Background: an optimization exercise with open tools, aiming at small area. Do not read the settings as production practice. In this exercise RTL edits were held to simulation tests only and were not proved equivalent to the original. Power and IR drop assume default switching activity.

File: flow/run.sh
#!/bin/bash
set -o pipefail
export CTS_ARGS="-sink_clustering_enable -repair_clock_nets -dont_use_dummy_load -root_buf sky130_fd_sc_hd__clkbuf_16 -buf_list sky130_fd_sc_hd__clkbuf_8 -sink_clustering_size 16 -sink_clustering_max_diameter 60"
export BUFFER_PORTS_ARGS="-buffer_cell sky130_fd_sc_hd__buf_1"
bash standard.sh > standard.log 2>&1
File: standard.sh
#!/bin/bash
# synth_recipe.tcl (not shown) runs the flow's synth.tcl, then flattens the netlist and writes it again
# the make line also repeats each setting of config.mk as NAME=value (left out here)
make -C /OpenROAD-flow-scripts/flow DESIGN_CONFIG=/design/flow/config.mk WORK_HOME=/design/flow/orfs CLKGATE_MAP_FILE= SYNTH_SCRIPT=/design/flow/synth_recipe.tcl "${@:-finish}"
File: config.mk
export PLATFORM = sky130hd
export DESIGN_NAME = uart_core
export DESIGN_NICKNAME = uart_core
export VERILOG_FILES = /design/flow/design.v
export SDC_FILE = /design/flow/constraint.sdc
export NUM_CORES = 4
export LEC_CHECK = 0
export CAP_MARGIN = 20
export CORE_MARGIN = 2
export CORE_UTILIZATION = 60
export PLACE_DENSITY = 0.7
export SLEW_MARGIN = 20
File: constraint.sdc
create_clock -name core_clock -period 8.0 [get_ports {clk}]
set_input_delay 1.6000 -clock core_clock [delete_from_list [all_inputs] [get_ports {clk}]]
set_output_delay 1.6000 -clock core_clock [all_outputs]
set_load 0.01 [all_outputs]
File: design.v
`timescale 1ns/10fs
module baud_generator(
  input            clk    ,
  input            rst_n  ,       
  input  [15:0]    baud_config_i ,
  output reg       en_16x_baud_o
);
  reg    [15:0]    baud_count;
  wire   [15:0]    baud_count_p1 = baud_count + 16'd1;
  always @(posedge clk or negedge rst_n) begin
    if(!rst_n) begin
      en_16x_baud_o <= 1'b0;
      baud_count    <= 16'd0;
    end
    else if(baud_count_p1 == baud_config_i) begin
      baud_count    <= 16'd0;
      en_16x_baud_o <= 1'b1;
    end
    else begin
      baud_count    <= baud_count_p1;
      en_16x_baud_o <= 1'b0;
    end
  end
endmodule
`timescale 1ns/10fs
module bbfifo_16x8_mem (
  input                clk  ,
  input                wen_i   , 
  input   [7:0]        wdata_i , 
  input   [3:0]        waddr_i , 
  input   [3:0]        raddr_i , 
  output  [7:0]        rdata_o  
);
  reg  [7:0]       mregs [0:15];
  assign rdata_o = mregs[raddr_i];
  always @(posedge clk) begin
    if(wen_i == 1'b1)
      mregs[waddr_i] <= wdata_i;
  end
endmodule
`timescale 1ns/10fs
module bbfifo_16x8(
  input          clk   ,
  input          rst_n ,       
  input          read_i    ,       
  input          write_i   ,       
  input          store_i   ,       
  input          clear_i   ,       
  input  [7:0]   data_in_i ,
  output [7:0]   data_out_o      ,    
  output         data_present_o  ,
  output         full_o    ,
  output         afull_o       
);
reg [4:0] rptr;
reg [4:0] wptr;
wire  full ;
wire  empty;
assign full_o     = full;
assign data_present_o = ~empty;
wire [4:0] rptr_p1 = rptr + 5'b1;
wire [4:0] wptr_p1 = wptr + 5'b1;
wire [3:0] store_addr = (write_i & ~clear_i) ? wptr_p1[3:0] : wptr[3:0];
bbfifo_16x8_mem bbfifo_16x8_mem (
  .clk        (clk ),
  .wen_i      (store_i ), 
  .wdata_i    (data_in_i ), 
  .waddr_i    (store_addr ), 
  .raddr_i    (rptr[3:0] ), 
  .rdata_o    (data_out_o )
);
always @(posedge clk or negedge rst_n)
  if(!rst_n)	
  	rptr <= 5'b0;
  else if(read_i && (!empty))
  	rptr <= rptr_p1;
always @(posedge clk or negedge rst_n)
  if(!rst_n)
	  wptr <= 5'b0;
  else if(write_i && (!full))
  	wptr <= wptr_p1;
wire same_slot = (wptr[3:0] == rptr[3:0]);
assign full    = same_slot && (wptr[4] != rptr[4]);
assign empty   = same_slot && (wptr[4] == rptr[4]);
assign afull_o = (wptr_p1[3:0] == rptr[3:0]) && (wptr_p1[4] != rptr[4]);
endmodule
`timescale 1ns/10fs
module kcuart_rx(
  input            clk    ,
  input            rst_n  ,       
  input            msb_first_i      ,    
  input            parity_en_i      ,    
  input            start_polarity_i ,    
  input            en_16x_baud_i ,
  input            serial_in_i   ,
  output reg [7:0] data_out_o  ,
  output reg       data_strobe_o      
);
  wire [3:0] bit_count_p1;
  reg  [3:0] bit_count;
  wire [3:0] baud_count_p1;
  reg  [3:0] baud_count;
  reg        serial_in_d1, serial_in_d2, serial_in_d3;
  wire       calculated_parity;
  reg        start_bit, stop_bit;
  wire       mismatch_parity;
  reg  [8:0] received_data;
  wire [7:0] par_data;
  reg        rx_active;
  reg        stop_condtion;
  wire       break_condition;
  wire       start_polarity = start_polarity_i;
  wire       stop_polarity = ~start_polarity;
  always @(posedge clk or negedge rst_n) begin
    if(!rst_n)
      {serial_in_d1, serial_in_d2, serial_in_d3} <= 3'b0;
    else
      {serial_in_d1, serial_in_d2, serial_in_d3} <= {serial_in_i, serial_in_d1, serial_in_d2};
  end
  wire   serial_negedge = (serial_in_d2 == 1'b0 && serial_in_d3 == 1'b1);
  wire   serial_posedge = (serial_in_d2 == 1'b1 && serial_in_d3 == 1'b0);
  wire   start_condition = (start_polarity == 1'b0) ? (serial_negedge == 1'b1 && bit_count[3:0] == 4'd0 && rx_active == 1'b0)
                                                    : (serial_posedge == 1'b1 && bit_count[3:0] == 4'd0 && rx_active == 1'b0);    
  always @(posedge clk or negedge rst_n) begin
    if(!rst_n)
      rx_active <= 1'b0;
    else if(start_condition == 1'b1)
      rx_active <= 1'b1;
    else if(bit_count == 4'd1 && start_bit != start_polarity)   
      rx_active <= 1'b0;
    else if(stop_condtion == 1'b1)
      rx_active <= 1'b0;
  end
  assign baud_count_p1 = baud_count + 1;
  always @(posedge clk or negedge rst_n) begin
    if(!rst_n)
      baud_count <= 4'd0;
    else if(en_16x_baud_i == 1'b1 && rx_active == 1'b1)
      baud_count <= baud_count_p1;
    else if(rx_active == 1'b0)
      baud_count <= 4'd0;
  end
  wire [3:0] bit_num = (parity_en_i == 1'b0) ? 10 : 11;
  assign bit_count_p1 = bit_count + 1;
  always @(posedge clk or negedge rst_n) begin
    if(!rst_n)
      bit_count <= 4'd0;
    else if(en_16x_baud_i == 1'b1 && baud_count == 4'd15 && rx_active == 1'b1) begin
      if(bit_count < (bit_num - 1))
        bit_count <= bit_count_p1;
      else if(bit_count >= (bit_num - 1))
        bit_count <= 4'd0;
    end
    else if(rx_active == 1'b0)
      bit_count <= 4'd0;
  end
  always @(posedge clk or negedge rst_n) begin
    if(!rst_n)
      stop_condtion <= 0;
    else 
      stop_condtion <= (baud_count == 4'd8 && bit_count == (bit_num - 1) && en_16x_baud_i == 1'b1) ? 1 : 0; 
  end
  reg  [7:0] data_bits;
  reg        parity_bit;
  always @(posedge clk or negedge rst_n) begin
    if(!rst_n) begin
      parity_bit    <= 1'b0;
      start_bit     <= 1'b1;
      stop_bit      <= 1'b1;
    end
    else if(en_16x_baud_i == 1'b1 && baud_count == 4'd8 && rx_active == 1'b1) begin
      case(bit_count)
        4'd0:  start_bit        <= serial_in_d3 ;  
        4'd9:  
          if(parity_en_i == 1'b1)
            parity_bit <= serial_in_d3 ; 
          else
            stop_bit         <= serial_in_d3 ;
        4'd10: 
          if(parity_en_i == 1'b1)
            stop_bit <= serial_in_d3 ;
      endcase
    end
    else if(rx_active == 1'b0) begin
      parity_bit    <= 1'b0;
      start_bit     <= start_polarity;
      stop_bit      <= stop_polarity;
    end
  end
  always @(posedge clk) begin
    if(en_16x_baud_i == 1'b1 && baud_count == 4'd8 && rx_active == 1'b1) begin
      case(bit_count)
        4'd1:  data_bits[0] <= serial_in_d3 ;
        4'd2:  data_bits[1] <= serial_in_d3 ;
        4'd3:  data_bits[2] <= serial_in_d3 ;
        4'd4:  data_bits[3] <= serial_in_d3 ;
        4'd5:  data_bits[4] <= serial_in_d3 ;
        4'd6:  data_bits[5] <= serial_in_d3 ;
        4'd7:  data_bits[6] <= serial_in_d3 ;
        4'd8:  data_bits[7] <= serial_in_d3 ;
      endcase
    end
  end
  always @(*) received_data = {parity_bit, data_bits};
  assign break_condition = (stop_bit != stop_polarity && bit_count == (bit_num - 1)) ? 1 : 0;
  assign par_data[7:0] = (msb_first_i == 1'b0) ? received_data[7:0] : {received_data[0], received_data[1], received_data[2],
                           received_data[3], received_data[4], received_data[5], received_data[6], received_data[7]};
  assign calculated_parity = ^received_data[7:0];
  assign mismatch_parity = (parity_en_i == 1'b1 && calculated_parity != received_data[8]) ? 1'b1 : 1'b0;
  always @(posedge clk or negedge rst_n) begin
    if(!rst_n) 
      data_strobe_o <= 1'b0;
    else 
      data_strobe_o <= (stop_condtion == 1'b1 && break_condition == 1'b0 && mismatch_parity == 1'b0);
  end
  always @(*) data_out_o = par_data;
endmodule
`timescale 1ns/10fs
module kcuart_tx(
  input          clk     ,
  input          rst_n   ,       
  input          msb_first_i      ,     
  input          parity_en_i      ,     
  input          start_polarity_i ,     
  input  [7:0]   data_in_i        ,
  input          send_character_i ,
  input          en_16x_baud_i   ,
  output reg     serial_out_o     ,
  output reg     tx_complete_o      
);
  wire [3:0]      bit_count_p1;
  reg  [3:0]      bit_count;
  wire [3:0]      baud_count_p1;
  reg  [3:0]      baud_count;
  wire       start_polarity = start_polarity_i;
  wire       stop_polarity = ~start_polarity;
  assign baud_count_p1 = baud_count + 1;
  always @(posedge clk or negedge rst_n) begin
    if(!rst_n)
      baud_count <= 4'd0;
    else if(send_character_i == 1'b0)
      baud_count <= 4'd0;
    else if(en_16x_baud_i == 1'b1)
      baud_count <= baud_count_p1;
  end
  wire [3:0] bit_num = (parity_en_i == 1'b0) ? 10 : 11;
  assign bit_count_p1 = bit_count + 1;
  always @(posedge clk or negedge rst_n) begin
    if(!rst_n)
      bit_count <= 4'd0;
    else if(en_16x_baud_i == 1'b1 && baud_count == 4'd15) begin
      if(bit_count < (bit_num - 1) && send_character_i == 1'b1)
        bit_count <= bit_count_p1;
      else if(send_character_i == 1'b0 || bit_count >= (bit_num - 1))
        bit_count <= 4'd0;
    end
  end
  wire         parity_bit = ^data_in_i[7:0];
  wire [8:0]   data_sent = (msb_first_i == 1'b0) ? {parity_bit, data_in_i[7:0]} : {parity_bit, data_in_i[0], data_in_i[1],
                                  data_in_i[2], data_in_i[3], data_in_i[4], data_in_i[5], data_in_i[6], data_in_i[7]};
  always @(posedge clk or negedge rst_n) begin
    if(!rst_n)
      serial_out_o <= 1'b1;
    else if(en_16x_baud_i == 1'b1) begin
      if(baud_count == 4'b0 && send_character_i == 1'b1) 
        case(bit_count)
          4'd0:  serial_out_o <= start_polarity;  
          4'd1:  serial_out_o <= data_sent[0];
          4'd2:  serial_out_o <= data_sent[1];
          4'd3:  serial_out_o <= data_sent[2];
          4'd4:  serial_out_o <= data_sent[3];
          4'd5:  serial_out_o <= data_sent[4];
          4'd6:  serial_out_o <= data_sent[5];
          4'd7:  serial_out_o <= data_sent[6];
          4'd8:  serial_out_o <= data_sent[7];
          4'd9:  
            if(parity_en_i == 1'b1) 
              serial_out_o <= data_sent[8];
            else
              serial_out_o <= stop_polarity;    
          default: serial_out_o <= stop_polarity;
        endcase
      else if(send_character_i == 1'b0)
        serial_out_o <= stop_polarity;
    end
  end
  always @(posedge clk or negedge rst_n) begin
    if(!rst_n)
      tx_complete_o <= 1'b0;
    else if(en_16x_baud_i == 1'b1) begin
      if(bit_count == (bit_num - 1) && baud_count == 4'd15)
        tx_complete_o <= 1'b1;
      else
        tx_complete_o <= 1'b0;
    end
    else
      tx_complete_o <= 1'b0;
  end
endmodule
`timescale 1ns/10fs
module uart_rx(
  input          clk      ,
  input          rst_n    ,       
  input          msb_first_i       ,       
  input          parity_en_i       ,       
  input          start_polarity_i  ,       
  input          serial_in_i       ,
  output [7:0]   data_out_o        ,
  input          read_buffer_i     ,
  input          reset_buffer_i    ,                     
  input          en_16x_baud_i    ,
  output reg     buffer_data_present_o
);
  wire  reset_buffer_n = rst_n & (~reset_buffer_i);
  wire  data_strobe;
  always @(posedge clk or negedge reset_buffer_n) begin
    if(!reset_buffer_n)
      buffer_data_present_o <= 1'b0;
    else if(data_strobe)
      buffer_data_present_o <= 1'b1;
    else if(read_buffer_i)
      buffer_data_present_o <= 1'b0;
  end
  kcuart_rx kcuart_rx(
    .clk              (clk)    ,
    .rst_n            (rst_n)  ,    
    .parity_en_i      (parity_en_i),    
    .msb_first_i      (msb_first_i),                          
    .start_polarity_i (start_polarity_i),
    .serial_in_i      (serial_in_i ),
    .en_16x_baud_i    (en_16x_baud_i ),
    .data_out_o       (data_out_o ),
    .data_strobe_o    (data_strobe )  
  );
endmodule
`timescale 1ns/10fs
module uart_tx(
  input          clk      ,
  input          rst_n    ,       
  input          msb_first_i       ,    
  input          parity_en_i       ,    
  input          start_polarity_i  ,    
  input  [7:0]   data_in_i         ,
  input          write_buffer_i    ,       
  input          write_now_i       ,       
  input          reset_buffer_i    ,       
  input          en_16x_baud_i    ,
  output         serial_out_o        ,
  output         buffer_full_o       ,
  output         buffer_afull_o
);
  wire  reset_buffer_n = rst_n & (~reset_buffer_i);
  wire  tx_complete;
  wire  data_present;
  wire  [7:0] fifo_dout;
  bbfifo_16x8 bbfifo_16x8(
    .clk              (clk),
    .rst_n            (reset_buffer_n),      
    .read_i           (tx_complete),      
    .write_i          (write_buffer_i),
    .store_i          (write_now_i),
    .clear_i          (reset_buffer_i),      
    .data_in_i        (data_in_i),
    .data_out_o       (fifo_dout),    
    .data_present_o   (data_present),
    .full_o           (buffer_full_o),
    .afull_o          (buffer_afull_o)
  );                                
  kcuart_tx kcuart_tx(
    .clk              (clk),
    .rst_n            (rst_n),    
    .parity_en_i      (parity_en_i),    
    .msb_first_i      (msb_first_i),                          
    .start_polarity_i (start_polarity_i),
    .data_in_i        (fifo_dout),
    .send_character_i (data_present),
    .en_16x_baud_i    (en_16x_baud_i),
    .serial_out_o     (serial_out_o),
    .tx_complete_o    (tx_complete)  
  );
endmodule
`timescale 1ns/10fs
module uart_regs(
  input                bus2ip_clk      ,
  input                bus2ip_rst_n    ,
  input  [15:0]        bus2ip_addr_i   ,
  input  [15:0]        bus2ip_data_i   ,
  input                bus2ip_wr_ce_i  ,     
  output reg           parity_en_o         ,       
  output reg           msb_first_o         ,       
  output reg           start_polarity_o    ,       
  output reg           reset_buffer_o      ,       
  output reg [15:0]    baud_config_o
);
  parameter BASEADDR = 4'h0;
  reg    reset_buffer, reset_buffer_d1, reset_buffer_d2;
  always @(posedge bus2ip_clk or negedge bus2ip_rst_n) begin
    if(!bus2ip_rst_n) begin
      baud_config_o[15:0] <= 16'd68;          
      parity_en_o         <= 1'b0;
      msb_first_o         <= 1'b0;
      start_polarity_o    <= 1'b0;
      reset_buffer        <= 1'b0;
    end
    else if(bus2ip_wr_ce_i == 1'b1 && bus2ip_addr_i[15:12] == BASEADDR) begin
      case(bus2ip_addr_i[11:0])
        12'h000:   baud_config_o[15:0]        <= bus2ip_data_i[15:0];
        12'h001:   {parity_en_o, msb_first_o, start_polarity_o} <= bus2ip_data_i[2:0] ;
        12'h002:   reset_buffer               <= bus2ip_data_i[0]   ;
      endcase
    end
    else
      reset_buffer       <= 1'b0;
  end
  always @(posedge bus2ip_clk or negedge bus2ip_rst_n) begin
    if(!bus2ip_rst_n) begin
      {reset_buffer_d1, reset_buffer_d2} <= 2'b0;
      reset_buffer_o  <= 1'b0;
    end
    else begin
      {reset_buffer_d1, reset_buffer_d2} <= {reset_buffer, reset_buffer_d1};
      reset_buffer_o  <= (reset_buffer | reset_buffer_d1) & (~reset_buffer_d2);
    end
  end
endmodule
`timescale 1ns/10fs
module bus_master(
  input                  clk               ,
  input                  rst_n             ,       
  input                  en_16x_baud_i        ,
  input  [7:0]           rx_data_out_i            ,
  output                 rx_read_buffer_o         ,
  input                  rx_buffer_data_present_i ,
  output reg [7:0]       tx_data_in_o           ,
  output reg             tx_write_buffer_o      ,       
  output                 tx_write_now_o         ,
  input                  tx_buffer_full_i       ,
  input                  tx_buffer_afull_i,
  output  [15:0]         bus2ip_addr_o   ,
  output  [15:0]         bus2ip_data_o   ,
  output                 bus2ip_rd_ce_o  ,     
  output                 bus2ip_wr_ce_o  ,     
  input   [15:0]         ip2bus_data_i
);
  parameter SOF = 8'haa;
  parameter EOF = 8'hd5;
  parameter TIMEOUT_VALUE = 12'd3200;   
  wire          present = rx_buffer_data_present_i;
  wire          get_sof_p1;
  reg           get_sof_done;
  wire          get_eof_p1;
  reg           get_eof_done;
  reg  [11:0]   baud_timer;
  wire          baud_timeout = (baud_timer == TIMEOUT_VALUE);
  reg  [5:0]    byte_count;
  reg  [5:0]    expected_count;
  wire [5:0]    byte_count_p1 = byte_count + 6'd1;
  always @(posedge clk or negedge rst_n) begin
    if(!rst_n)
      baud_timer <= 12'd0;
    else if(present == 1'b1 || get_eof_done == 1'b1)
      baud_timer <= 12'd0;
    else if(en_16x_baud_i == 1'b1 && !baud_timeout)    
      baud_timer <= baud_timer + 12'd1;
  end
  assign get_sof_p1 = present && (rx_data_out_i == SOF);
  assign get_eof_p1 = present && (rx_data_out_i == EOF) && (byte_count == expected_count);
  wire   sof = (get_sof_done == 1'b0 && get_sof_p1 == 1'b1);
  always @(posedge clk or negedge rst_n) begin
    if(!rst_n)
      get_sof_done <= 1'b0;
    else if(baud_timeout == 1'b1 || (get_eof_done == 1'b0 && get_eof_p1 == 1'b1))
      get_sof_done <= 1'b0;
    else if(get_sof_p1 == 1'b1)
      get_sof_done <= 1'b1;
  end
  always @(posedge clk or negedge rst_n) begin
    if(!rst_n)
      get_eof_done <= 1'b0;
    else if(sof)
      get_eof_done <= 1'b0;
    else if(get_eof_p1 == 1'b1)
      get_eof_done <= 1'b1;
  end
  always @(posedge clk or negedge rst_n) begin
    if(!rst_n)
      byte_count <= 6'd0;
    else if(sof)
      byte_count <= 6'd1;
    else if(present == 1'b1 && get_eof_p1 == 1'b0 && get_eof_done == 1'b0)
      byte_count <= byte_count_p1;
    else if(baud_timeout == 1'b1 || get_eof_done == 1'b1)
      byte_count <= 6'd0;
  end
  wire [3:0]    opcode = rx_data_out_i[7:4];
  reg           write_reg;
  reg           read_reg;
  reg  [3:0]    burst_len;  
  reg  [15:0]   base_addr;
  always @(posedge clk or negedge rst_n) begin
    if(!rst_n) begin
      write_reg <= 1'b0;
      read_reg  <= 1'b0;
    end
    else if(sof) begin
      write_reg <= 1'b0;
      read_reg  <= 1'b0;
    end
    else if(byte_count == 6'd1 && present == 1'b1) begin
      read_reg  <= (opcode == 4'b0000);
      write_reg <= (opcode == 4'b0001);
    end
  end
  always @(posedge clk) begin
    if(byte_count == 6'd1 && present == 1'b1)
      burst_len <= rx_data_out_i[3:0];
  end
  always @(posedge clk) begin
    if(byte_count == 6'd2 && present == 1'b1)
      base_addr[15:8] <= rx_data_out_i;
    if(byte_count == 6'd3 && present == 1'b1)
      base_addr[7:0]  <= rx_data_out_i;
  end
  always @(posedge clk or negedge rst_n) begin
    if(!rst_n)
      expected_count <= 6'd63;
    else if(read_reg == 1'b1)
      expected_count <= 6'd5;
    else if(write_reg == 1'b1)
      expected_count <= {1'b0, burst_len, 1'b1} + 6'd6;
  end
  reg  [15:0]  wring [0:15];
  reg  [3:0]   wphase;
  reg          wpend;
  reg          wpend_hi;
  reg  [3:0]   wpend_word;
  wire [5:0]   wpos = byte_count - 6'd4;
  wire         wcapture = present == 1'b1 && write_reg == 1'b1 && !sof && byte_count >= 6'd4 && byte_count <= 6'd35;
  wire         winsert  = wpend && (wpend_word == wphase);
  always @(posedge clk or negedge rst_n) begin
    if(!rst_n)
      wphase <= 4'd0;
    else
      wphase <= wphase + 4'd1;
  end
  always @(posedge clk or negedge rst_n) begin
    if(!rst_n)
      wpend <= 1'b0;
    else if(wcapture)
      wpend <= 1'b1;
    else if(winsert)
      wpend <= 1'b0;
  end
  always @(posedge clk) begin
    if(wcapture) begin
      wpend_hi   <= ~wpos[0];
      wpend_word <= wpos[4:1];
    end
  end
  integer k;
  always @(posedge clk) begin
    for(k = 0; k < 15; k = k + 1)
      wring[k] <= wring[k+1];
    wring[15][15:8] <= (winsert && wpend_hi)  ? rx_data_out_i : wring[0][15:8];
    wring[15][7:0]  <= (winsert && !wpend_hi) ? rx_data_out_i : wring[0][7:0];
  end
  reg  [7:0]  calculated_fcs;
  reg         fcs_matched;
  always @(posedge clk or negedge rst_n) begin
    if(!rst_n)
      calculated_fcs <= 8'h0;
    else if(sof)
      calculated_fcs <= 8'h0;
    else if(byte_count != 6'd0 && present == 1'b1)
      calculated_fcs <= calculated_fcs ^ rx_data_out_i;
  end
  always @(posedge clk or negedge rst_n) begin
    if(!rst_n)
      fcs_matched <= 1'b0;
    else if(sof)
      fcs_matched <= 1'b0;
    else if(byte_count_p1 == expected_count && present == 1'b1)
      fcs_matched <= (calculated_fcs == rx_data_out_i);
  end
  reg         write_in_progress;
  reg  [4:0]  write_step;
  reg         write_enable;
  always @(posedge clk or negedge rst_n) begin
    if(!rst_n)
      write_in_progress <= 1'b0;
    else if(fcs_matched == 1'b1 && write_reg == 1'b1 && get_eof_done == 1'b0 && get_eof_p1 == 1'b1)
      write_in_progress <= 1'b1;
    else if(write_step == {burst_len, 1'b0})
      write_in_progress <= 1'b0;
  end
  always @(posedge clk or negedge rst_n) begin
    if(!rst_n)
      write_step <= 5'd31;
    else if(sof)
      write_step <= 5'd31;
    else if(write_in_progress == 1'b1)
      write_step <= write_step + 5'd1;
  end
  always @(posedge clk or negedge rst_n) begin
    if(!rst_n)
      write_enable <= 1'b0;
    else
      write_enable <= write_in_progress;
  end
  reg         read_in_progress;
  reg  [4:0]  read_step;
  reg         read_enable;
  reg         read_enable_d1;
  reg  [15:0] read_data [0:15];
  always @(posedge clk or negedge rst_n) begin
    if(!rst_n)
      read_in_progress <= 1'b0;
    else if(fcs_matched == 1'b1 && read_reg == 1'b1 && get_eof_done == 1'b0 && get_eof_p1 == 1'b1)
      read_in_progress <= 1'b1;
    else if(read_step == {burst_len, 1'b0})
      read_in_progress <= 1'b0;
  end
  always @(posedge clk or negedge rst_n) begin
    if(!rst_n)
      read_step <= 5'd31;
    else if(sof)
      read_step <= 5'd31;
    else if(read_in_progress == 1'b1)
      read_step <= read_step + 5'd1;
  end
  always @(posedge clk or negedge rst_n) begin
    if(!rst_n) begin
      read_enable    <= 1'b0;
      read_enable_d1 <= 1'b0;
    end
    else begin
      read_enable    <= read_in_progress;
      read_enable_d1 <= read_enable;
    end
  end
  always @(posedge clk) begin
    if(read_enable == 1'b1 && read_step[0] == 1'b1)
      read_data[read_step[4:1]] <= ip2bus_data_i;
  end
  reg    get_eof_done_d1;
  always @(posedge clk or negedge rst_n) begin
    if(!rst_n)
      get_eof_done_d1 <= 1'b0;
    else
      get_eof_done_d1 <= get_eof_done;
  end
  assign rx_read_buffer_o = (write_in_progress || read_in_progress || (get_eof_done & (~get_eof_done_d1))) ? 1'b0 : present;
  reg         tx_start;
  reg         tx_in_progress;
  reg  [5:0]  tx_count;
  reg  [3:0]  tx_burst_len, tx_burst_len_z1;
  reg  [15:0] tx_base_addr, tx_base_addr_z1;
  wire [5:0]  tx_last = {1'b0, tx_burst_len_z1, 1'b1} + 6'd6;    
  wire        tx_ok = (tx_buffer_full_i == 1'b0 && tx_buffer_afull_i == 1'b0);
  wire        read_done = (read_enable_d1 == 1'b1 && read_enable == 1'b0);
  always @(posedge clk or negedge rst_n) begin
    if(!rst_n)
      tx_start <= 1'b0;
    else if(read_done)
      tx_start <= 1'b1;
    else if(tx_in_progress == 1'b0)
      tx_start <= 1'b0;
  end
  always @(posedge clk) begin
    if(read_done) begin
      tx_burst_len <= burst_len;
      tx_base_addr <= base_addr;
    end
  end
  always @(posedge clk or negedge rst_n) begin
    if(!rst_n)
      tx_in_progress <= 1'b0;
    else if(tx_start == 1'b1 && tx_in_progress == 1'b0)
      tx_in_progress <= 1'b1;
    else if(tx_count == tx_last && tx_ok)
      tx_in_progress <= 1'b0;
  end
  always @(posedge clk) begin
    if(tx_start == 1'b1 && tx_in_progress == 1'b0) begin
      tx_burst_len_z1 <= tx_burst_len;
      tx_base_addr_z1 <= tx_base_addr;
    end
  end
  always @(posedge clk) begin
    if(tx_in_progress == 1'b1 && tx_ok)
      tx_count <= tx_count + 6'd1;
    else if(tx_in_progress == 1'b0)
      tx_count <= 6'h0;
  end
  wire [3:0]  tx_word = tx_count[4:1] - 4'd2;
  wire [15:0] tx_rd   = read_data[tx_word];
  reg  [7:0]  tx_byte;
  always @(*) begin
    case(tx_count)
      6'd0   :  tx_byte = 8'haa;
      6'd1   :  tx_byte = {4'b0, tx_burst_len_z1};
      6'd2   :  tx_byte = tx_base_addr_z1[15:8];
      6'd3   :  tx_byte = tx_base_addr_z1[7:0];
      default:  tx_byte = tx_count[0] ? tx_rd[7:0] : tx_rd[15:8];
    endcase
  end
  reg  tx_in_progress_d1;
  reg  [7:0] tx_fcs;
  always @(posedge clk or negedge rst_n) begin
    if(!rst_n)
      tx_in_progress_d1 <= 0;
    else
      tx_in_progress_d1 <= tx_in_progress;
   end
  always @(posedge clk) begin
    if(tx_in_progress == 1'b1 && tx_in_progress_d1 == 1'b1 && tx_ok)
      tx_fcs <= tx_byte ^ tx_fcs;
    else if(tx_in_progress == 1'b0)
      tx_fcs <= 8'h0;
  end
  always @(*) begin
    if(tx_count == tx_last - 6'd1)
      tx_data_in_o = tx_fcs;
    else if(tx_count == tx_last)
      tx_data_in_o = 8'hd5;
    else
      tx_data_in_o = tx_byte;
  end
  assign tx_write_now_o = tx_in_progress && tx_ok;
  always @(posedge clk or negedge rst_n) begin
    if(!rst_n)
      tx_write_buffer_o <= 1'b0;
    else
      tx_write_buffer_o <= tx_write_now_o;
  end
  wire [3:0]  bus_word = write_enable ? write_step[4:1] : read_step[4:1];
  assign bus2ip_addr_o  = base_addr + {12'h0, bus_word};
  wire [3:0]  wring_pos = write_step[4:1] - wphase;
  assign bus2ip_data_o  = wring[wring_pos];
  assign bus2ip_rd_ce_o = read_enable;
  assign bus2ip_wr_ce_o = write_enable;
endmodule
`timescale 1ns/10fs
module uart_core(
  input                  clk     ,
  input                  rst_n   ,       
  input                  serial_in_i     ,
  output                 serial_out_o    ,  
  output  [15:0]         bus2ip_addr_o   ,
  output  [15:0]         bus2ip_data_o   ,
  output                 bus2ip_rd_ce_o  ,     
  output                 bus2ip_wr_ce_o  ,     
  input   [15:0]         ip2bus_data_i
);
  wire          parity_en ; 
  wire          msb_first ; 
  wire          start_polarity;
  wire          en_16x_baud;
  wire          reset_buffer;
  wire [7:0]    rx_data_out ;
  wire          rx_read_buffer;
  wire          rx_buffer_data_present;
  wire  [7:0]   tx_data_in         ; 
  wire          tx_write_buffer    ; 
  wire          tx_write_now       ; 
  wire          tx_buffer_full     ; 
  wire          tx_buffer_afull;
  wire  [15:0]  baud_config  ;
  uart_rx uart_rx(
    .clk                   (clk ),
    .rst_n                 (rst_n ),     
    .parity_en_i           (parity_en ),     
    .msb_first_i           (msb_first ),     
    .start_polarity_i      (start_polarity),
    .serial_in_i           (serial_in_i ),
    .data_out_o            (rx_data_out ),
    .read_buffer_i         (rx_read_buffer ),
    .reset_buffer_i        (reset_buffer ),                     
    .en_16x_baud_i         (en_16x_baud ),
    .buffer_data_present_o (rx_buffer_data_present )
  );
  uart_tx uart_tx(
    .clk                   (clk ) , 
    .rst_n                 (rst_n ) , 
    .parity_en_i           (parity_en ) , 
    .msb_first_i           (msb_first ) , 
    .start_polarity_i      (start_polarity),
    .data_in_i             (tx_data_in ) , 
    .write_buffer_i        (tx_write_buffer ) , 
    .write_now_i           (tx_write_now ) , 
    .reset_buffer_i        (reset_buffer ) , 
    .en_16x_baud_i         (en_16x_baud ) , 
    .serial_out_o          (serial_out_o ) , 
    .buffer_full_o         (tx_buffer_full ) , 
    .buffer_afull_o        (tx_buffer_afull )
  );
  baud_generator  baud_generator(
    .clk                   (clk )   ,
    .rst_n                 (rst_n)  ,
    .baud_config_i         (baud_config )  ,
    .en_16x_baud_o         (en_16x_baud )
  );
  uart_regs  uart_regs(
    .bus2ip_clk            (clk   ),
    .bus2ip_rst_n          (rst_n ),
    .bus2ip_addr_i         (bus2ip_addr_o  ),
    .bus2ip_data_i         (bus2ip_data_o  ),
    .bus2ip_wr_ce_i        (bus2ip_wr_ce_o ),
    .parity_en_o           (parity_en    ) ,     
    .msb_first_o           (msb_first    ) ,    
    .start_polarity_o      (start_polarity),
    .reset_buffer_o        (reset_buffer ) ,   
    .baud_config_o         (baud_config  ) 
  );
  bus_master  bus_master(
    .clk                     (clk        ),
    .rst_n                   (rst_n      ),      
    .en_16x_baud_i           (en_16x_baud   ),
    .rx_data_out_i           (rx_data_out            ) ,
    .rx_read_buffer_o        (rx_read_buffer         ) ,
    .rx_buffer_data_present_i(rx_buffer_data_present ) ,
    .tx_data_in_o            (tx_data_in          ) ,
    .tx_write_buffer_o       (tx_write_buffer     ) ,
    .tx_write_now_o          (tx_write_now        ) ,
    .tx_buffer_full_i        (tx_buffer_full      ) ,
    .tx_buffer_afull_i       (tx_buffer_afull),
    .bus2ip_addr_o           (bus2ip_addr_o   ) ,
    .bus2ip_data_o           (bus2ip_data_o   ) ,
    .bus2ip_rd_ce_o          (bus2ip_rd_ce_o  ) ,  
    .bus2ip_wr_ce_o          (bus2ip_wr_ce_o  ) , 
    .ip2bus_data_i           (ip2bus_data_i ) 
  );
endmodule
==> flow_metrics.py <==
metrics = {
    "run_status": {
        "status": "no timing/DRC/antenna violations",
    },
    "yosys": {
        "synth_top_area_cell": "edfxtp_1",
        "netlist.area_leader.share_pct": 41.4,
        "async_reset_ff_share_pct": 16.1,
        "synthFlopType": "edfxtp_1",
        "syn-instance-count": 2364,
        "synth.most_common_cell": "edfxtp_1",
        "ys_seq_area_share_pct": 66.6,
        "avgSynthCellArea_sq_um": 14.5,
        "synth_common_cells": "edfxtp_1 (471), dfxtp_1 (256), nor2_1 (182)",
        "synth_cell_types": 88,
        "ys_ff_latch": 866,
        "synth_edf_count": 471,
        "mappedNetlistNets": 2432,
        "synth_area_leaders": "edfxtp_1 (41%), dfxtp_1 (15%), dfrtp_1 (8.7%)",
        "netlist_area_sq_mm": 0.0342,
        "yosys_warnings": 9,
    },
    "finish": {
        "multi_input_area_sq_mm": 0.0108,
        "seqCellArea_sq_mm": 0.0228,
        "nFillCells": 4132,
        "stdcell_area_sq_mm": 0.0364,
        "drive_gt1_share_pct": 13.8,
        "syn2layout_area_growth_pct": 6.35,
        "fin_nets": 2502,
        "final-instance-count-excl-fill": 3188,
        "antenna_cells": 0,
    },
    "clock_tree": {
        "cts_resized": 0,
        "clkTransAtPathRegs_ns": 0.09,
        "clk_latency_ns": 0.60,
        "cts.path.max_buffers": 3,
        "ctsHoldBuffers": 0,
        "htree_levels": 3,
        "cts_tree": "done",
        "root_buffer": "clkbuf_16",
        "post-cts-setup-buffers": 0,
        "cts.sinks": 866,
        "cts_buffers": 67,
    },
    "global_routing": {
        "grt_pass1_vias": 19847,
        "use_met3_pct": 3.58,
        "antenna_found_initial": 0,
        "grt_max_degree": 74,
        "grtUsageTotal_pct": 25.7,
        "busiest_layer": "met2",
        "met1_usage_pct": 34.4,
        "met2_usage_pct": 43.2,
        "grt_pass1_wl_mm": 115,
        "grt_overflow": 0,
    },
    "die": {
        "coreArea_sq_mm": 0.0564,
        "die_y_um": 243,
        "die_area_sq_mm": 0.0589,
        "ioPinCount": 54,
        "num_rows": 87,
        "initial_core_util_pct": 60.6,
        "die_w_um": 243,
    },
    "power": {
        "power.share.combinational_pct": 0.6,
        "internal_power_mw": 5.54,
        "powerDensity_mw_per_mm2": 189,
        "switching_share_pct": 19.5,
        "power.leakage_nw": 12.6,
        "pwr-share-clk_pct": 31.4,
        "power_mw": 6.88,
        "ir_worst_vdd_mv": 0.158,
        "pwr-share-seq_pct": 68.0,
        "switching_power_mw": 1.34,
    },
    "sta": {
        "finalSetupViolations": 0,
        "drv_slew": 0,
        "hold_violations": 0,
        "slew_headroom_pct": 29.1,
        "worstMarginPinSlew_ns": 1.06,
        "clock_skew_ns": 0.0652,
        "period_share_pct": 79.3,
        "post-route-min-period_ns": 6.35,
        "fin_tns_setup_ns": 0,
        "fin_ws_ns": 1.65,
        "fmax_mhz": 158,
        "rsz0062_at_grt": "false",
    },
    "critical_path": {
        "ff2ff_path_depth": 12,
        "r2r_end": "uart_regs.baud_config_o[4]$_DFFE_PN0P_",
        "slowest_delay_ns": 0.76,
        "r2r-start": "bus_master.write_step[1]$_DFFE_PN1P_",
        "cp_cell_sequence": "inv_1 -> ha_1 -> inv_1 -> fa_1 -> nor2_1 -> nand2_1 -> nor3_1 -> buf_4 -> a222oi_1 -> o211a_1 -> a31oi_1 -> buf_1",
        "cp-end-kind": "output port",
        "cpMostUsedCell": "inv_1",
        "crit_fanout": 24,
        "worstSetupStartpointType": "flip-flop",
        "rrSetupSlack_ns": 3.71,
        "worstPathArrival_ns": 4.75,
        "worstSetupEndpoint": "bus2ip_data_o[4]",
        "required_ns": 6.40,
        "crit_path_start": "bus_master.write_step[1]$_DFFE_PN1P_",
        "critPathKind": "reg2out",
        "cp_slowest_cell": "fa_1",
    },
    "placement": {
        "dpl.cell_count": 3121,
        "numPortBuffers": 53,
        "gp_congestion": 0.875,
        "dp_hpwl_mm": 48.9,
        "dpl_worst_slack_ns": 2.33,
        "placed_cell_area_sq_mm": 0.0353,
    },
    "route": {
        "firstDrtPassIters": 8,
        "vias_per_cell": 6.15,
        "wl_mm": 74.7,
        "num_vias": 19606,
        "drcViolationCount": 0,
        "ant_nets": 0,
        "wire_per_inst_um": 23.4,
        "drt_iter0_markers": 1871,
    },
    "min_path": {
        "hold_class": "reg2reg",
    },
    "run": {
        "maxCapViolCount": 0,
    },
}
==> power groups by stage <==
stage	combinational, mW	clock, mW	sequential (mW)
global route	0.0480	2.36	4.68
global placement	0.0395	0	4.78
floorplan	0.0111	0	4.78
CTS	0.0421	2.21	4.68
finish	0.0412	2.16	4.68
detailed placement	0.0422	0	4.78
==> area by class of cell <==
type	instances	share of cell area (%)
multi-input combinational	1330	29.7
inverter	67	0.692
clock buffer	67	2.82
sequential	866	62.6
tap	756	2.60
timing repair buffer	102	1.57
==> cell usage in the layout, fill, tap and decap left out, types with 20 or more instances in the layout <==
cell and count:
a21oi_1 63, a22oi_1 35, buf_1 52, buf_4 49, clkbuf_8 58, dfrtp_1 118
dfstp_2 20, dfxtp_1 256, edfxtp_1 471, ha_1 47, inv_1 66, mux2_2 24
mux2i_1 73, mux4_2 104, nand2_1 164, nand3_1 60, nand4_1 37, nor2_1 170
nor2b_1 24, nor3_1 26, o21ai_0 52, xnor2_1 96, xor2_1 66
==> how the worst min path moves through the flow <==
stage                                           startpoint                               end  depth (start not counted)  slack (ns)
final                     bus_master.wring[11][14]$_DFF_P_  bus_master.wring[10][14]$_DFF_P_                          0        0.34
after global routing       bus_master.wring[4][13]$_DFF_P_   bus_master.wring[3][13]$_DFF_P_                          0        0.34
after CTS                  bus_master.wring[4][13]$_DFF_P_   bus_master.wring[3][13]$_DFF_P_                          0        0.34
after detailed placement    bus_master.wring[3][4]$_DFF_P_    bus_master.wring[2][4]$_DFF_P_                          0        0.33
after global placement      bus_master.wring[7][4]$_DFF_P_    bus_master.wring[6][4]$_DFF_P_                          0        0.33
after floorplan            bus_master.wring[4][15]$_DFF_P_   bus_master.wring[3][15]$_DFF_P_                          0        0.32
==> through the flow <==
stage               utilization [%]  hold WS [ns]
finish                         64.5         0.336
global route                   64.5         0.340
CTS                            64.5         0.338
detailed placement             62.6         0.335
global placement               62.6         0.330
floorplan                         -         0.323
==> critical path, delay by kind of cell, from the launching register on <==
| kind | cells | cell delay, ns |
|---|---|---|
| AOI/OAI and AO/OA | 3 | 0.73 |
| adders and majority gates | 2 | 0.97 |
| and+or+nand+nor | 3 | 1.21 |
| DFF | 1 | 0.58 |
| buffers and inverters | 4 | 0.67 |
==> cells by family after synthesis <==
kind of cell	after synthesis	share of synthesized area (%)
AOI/OAI and AO/OA	304	6.27
xor gates and xnor gates	167	4.32
adders and majority gates	49	1.84
buffers and inverters	168	2.16
DFF	866	66.6
muxes	214	10.3
and+or+nand+nor	596	8.48
==> metal layers <==
layer,share of wire [%],vias up
li1,-,8861
met1,41,9880
met2,49,705
met3,6.2,160
met4,3.5,0
met5,0,-

## what the ideal ports hide
How much do the figures lean on ideal ports? The routed layout below was timed once more, with nothing changed but the port constraints.
Step 1: set_driving_cell puts a clkbuf_16 on clk and a buf_2 on each other input, an assumption about the parent block.
Step 2 adds t to the input delays and takes it off the output delays; t is the mean of the earliest and latest rising clock arrival at the registers after step 1. Input paths then give back, and output paths get back, about the clock's delay inside the block.
Slacks: ideal ports / drivers / drivers and shift; pairs: ideal ports / drivers.
t (ns): 0.633
setup WS [ns]: 1.653 / 1.588 / 2.222
slew at the worst register clock pin (ns): 0.11 / 0.11
worst slew at a driven data input, ns: 0.07
cell pins on the clock port's net: 1
After both steps this run still meets setup and hold. For this run, drivers alone change the setup slack by -0.065 ns; drivers and shift together by +0.569 ns.
